From an optimization exercise on the open Yosys and OpenROAD flow, aimed at a short achievable clock period and few clock cycles; shortcuts taken in it are not production practice.
The RTL was checked by simulation tests, not by an equivalence proof against the original design.
Power and IR drop assume default switching activity.

== fjord ==
// cpu_top_pipeline
module cpu_top_pipeline (
    input wire clk,
    input wire rst,
    output wire [7:0]  imem_addr,
    input  wire [15:0] imem_data,
    output wire [7:0]  dmem_addr,
    output wire [15:0] dmem_wdata,
    output wire        dmem_we,
    input  wire [15:0] dmem_rdata,
    output wire        halted
);
    reg [7:0]  fpc;              
    reg        rv;               
    reg        xwe;              
    reg        xld, xst, xhalt;
    reg        xmeq, xmne;       
    reg [15:0] rins;             
    reg [7:0]  rpc;              
    reg        rpred;            
    reg [15:1] rh1, rh2;         
    reg        rxa, rxb;         
    reg        rwa, rwb;         
    reg [7:0]  rsum [1:15];      
    reg [15:0] xa, xb;           
    reg [7:0]  xaddr;            
    reg [3:0]  xrd;
    reg        xadd, xsub, xand, xor_, xxor, xslt;
    reg        xdec;             
    reg [7:0]  xalt;             
    reg        wwe;              
    reg [3:0]  wrd;
    reg [15:0] wres;             
    reg [15:0] rf [1:15];
    wire [15:0] sum, dif;
    ks_add16 u_add (.a(xa), .b(xb), .ci(1'b0), .s(sum));
    ks_add16 u_sub (.a(xa), .b(~xb), .ci(1'b1), .s(dif));
    wire        slt = (xa[15] ^ xb[15]) ? xa[15] : dif[15];
    wire [15:0] alu = ({16{xadd}} & sum) | ({16{xsub}} & dif) |
                      ({16{xand}} & (xa & xb)) | ({16{xor_}} & (xa | xb)) |
                      ({16{xxor}} & (xa ^ xb)) | {15'd0, xslt & slt};
    wire [15:0] xres = xld ? dmem_rdata : alu;
    wire eq = (xa == xb);
    wire miss = eq ? xmeq : xmne;
    assign imem_addr  = fpc;
    assign dmem_addr  = xaddr;
    assign dmem_wdata = xb;
    assign dmem_we    = xst;
    assign halted     = xhalt;
    wire [3:0] op  = rins[15:12];
    wire [3:0] rd  = rins[11:8];
    wire [3:0] rs1 = rins[7:4];
    wire [3:0] rs2 = rins[3:0];
  ...
Settings: LEC_CHECK=0, CAP_MARGIN=20, CORE_MARGIN=2, CORE_UTILIZATION=40, PLACE_DENSITY=0.6, SETUP_SLACK_MARGIN=3.5, SLEW_MARGIN=20; clock period 5.5 ns.
standard.sh (not shown) runs the stock make flow with config.mk's settings and CLKGATE_MAP_FILE= SYNTH_SCRIPT=/design/flow/synth_recipe.tcl, a recipe that flattens the netlist after the stock synthesis.
==> flow/flow/run.sh <==
#!/bin/bash
# Layout flow: the standard layout (standard.sh, all ORFS steps), with
# these changes. Synthesis:
#  - no adder extraction (ADDER_MAP_FILE empty), so ABC maps the adders
#    together with the rest of the logic;
#  - ABC's mapping uses flow/abc.script (delay-oriented 'map') instead of
#    ORFS's abc_speed.script.
# Everything else (synth_recipe.tcl, -nofsm -noshare, flatten, renames, the
# registers) is as in the standard synthesis.
# Layout: ORFS's timing repair after global route is skipped
# (SKIP_INCREMENTAL_REPAIR=1): the legalisation that follows it moves cells
# and undoes more than it gains; the repairs after floorplan, placement and
# CTS stay.
set -euo pipefail
W=$PWD
{
  head -n 1 synth_recipe.tcl
  cat <<EOT
proc abc {args} {
  set i [lsearch -exact \$args -script]
  if {\$i >= 0} { lset args [expr {\$i + 1}] $W/flow/abc.script }
  yosys abc {*}\$args
}
EOT
  tail -n +2 synth_recipe.tcl
} > flow_synth.tcl
sed "s|SYNTH_SCRIPT=[^ ]*synth_recipe.tcl|SYNTH_SCRIPT=$W/flow_synth.tcl|" standard.sh > flow_standard.sh
grep -q "SYNTH_SCRIPT=$W/flow_synth.tcl" flow_standard.sh
bash flow_standard.sh ADDER_MAP_FILE= SKIP_INCREMENTAL_REPAIR=1 finish > flow_standard.log 2>&1
==> flow/flow/abc.script <==
strash
dch -f
map -D 1000
buffer -c
topo
stime -c
upsize -c
dnsize -c
Testbench counts of fjord, summed over its fixed seeds: cycles 24,440.
> inputs changed (fjord -> harbor)
diff --git a/flow/design.v b/flow/design.v
--- a/flow/design.v
+++ b/flow/design.v
@@ -162,21 +162,24 @@
                       ({8{bax & xxor}}   & ad_xor) |
                       ({8{bax & xslt}}   & ad_slt);
     wire [7:0] rinc = rpc + 8'd1;
     wire [7:0] rtgt = rpc + imm8;
     wire r_wr   = (op <= 4'hA) && (rd != 4'd0);
     wire r_beq  = (op == 4'hC);
     wire r_bne  = (op == 4'hD);
     wire r_br   = r_beq | r_bne;
     wire r_halt = (op == 4'hF);
     wire r_zero = ba & xdec & (xa == 16'd1);
-    wire pred   = (rs1 == rs2) | r_zero ? r_beq : rpred;
+    wire r_exact = ~rxa & ~rxb;
+    wire r_eq    = (rfa == rfb);
+    wire pred   = r_exact ? (r_beq ? r_eq : ~r_eq) :
+                  (rs1 == rs2) | r_zero ? r_beq : rpred;
     wire rgo    = rv & ~miss & ~xhalt;
     wire redir  = rv & ~miss & r_br & (pred ^ rpred);
     wire [7:0] f_imm8 = {{4{imem_data[3]}}, imem_data[3:0]};
     reg  [7:0] fsum [1:15];
     integer m;
     always @(*) begin
         for (m = 1; m < 16; m = m + 1)
             fsum[m] = ((wwe && wrd == m) ? wres[7:0] : rf[m][7:0]) + f_imm8;
     end
     function [15:1] onehot(input [3:0] n);
The critical-path maximum fanout of harbor is higher than that of fjord. Side by side, number of cells on the critical path turned out higher in harbor than in fjord. Max worst setup timing slack at the placement stage across fjord and harbor: harbor. Final net count, harbor vs fjord: down by a few percent. fjord has a lower initial cell density of the core than harbor. Sum of internal, switching and leakage power delta for harbor relative to fjord: about 12% higher. Clock group share of total power: lower on harbor. Cells: harbor has fewer instances than fjord.
Testbench counts of harbor, summed over its fixed seeds: cycles 24,271.

-- what the ideal ports hide --
Ports are ideal in the flow. The routed layouts listed here were re-timed in OpenROAD. Step 1, drivers: a clkbuf_16 drives clk and a buf_2 each remaining input, both assumed. Step 2, shift: input delay + t, output delay - t, t = (earliest + latest rising clock arrival at the registers) / 2. This alone moves slack from input paths to output paths. Slacks: ideal ports / drivers / drivers and shift; pairs: ideal ports / drivers.
run | t (ns) | setup WS [ns] | pins driven straight from the clock port
fjord | 0.742 | 2.837 / 2.837 / 2.407 | 1
harbor | 0.741 | 2.354 / 2.354 / 1.768 | 1
After both steps setup and hold are still met in every run listed. The setup slack of harbor, which loses most, moves by 0.000 ns with the drivers and by -0.586 ns with both steps.
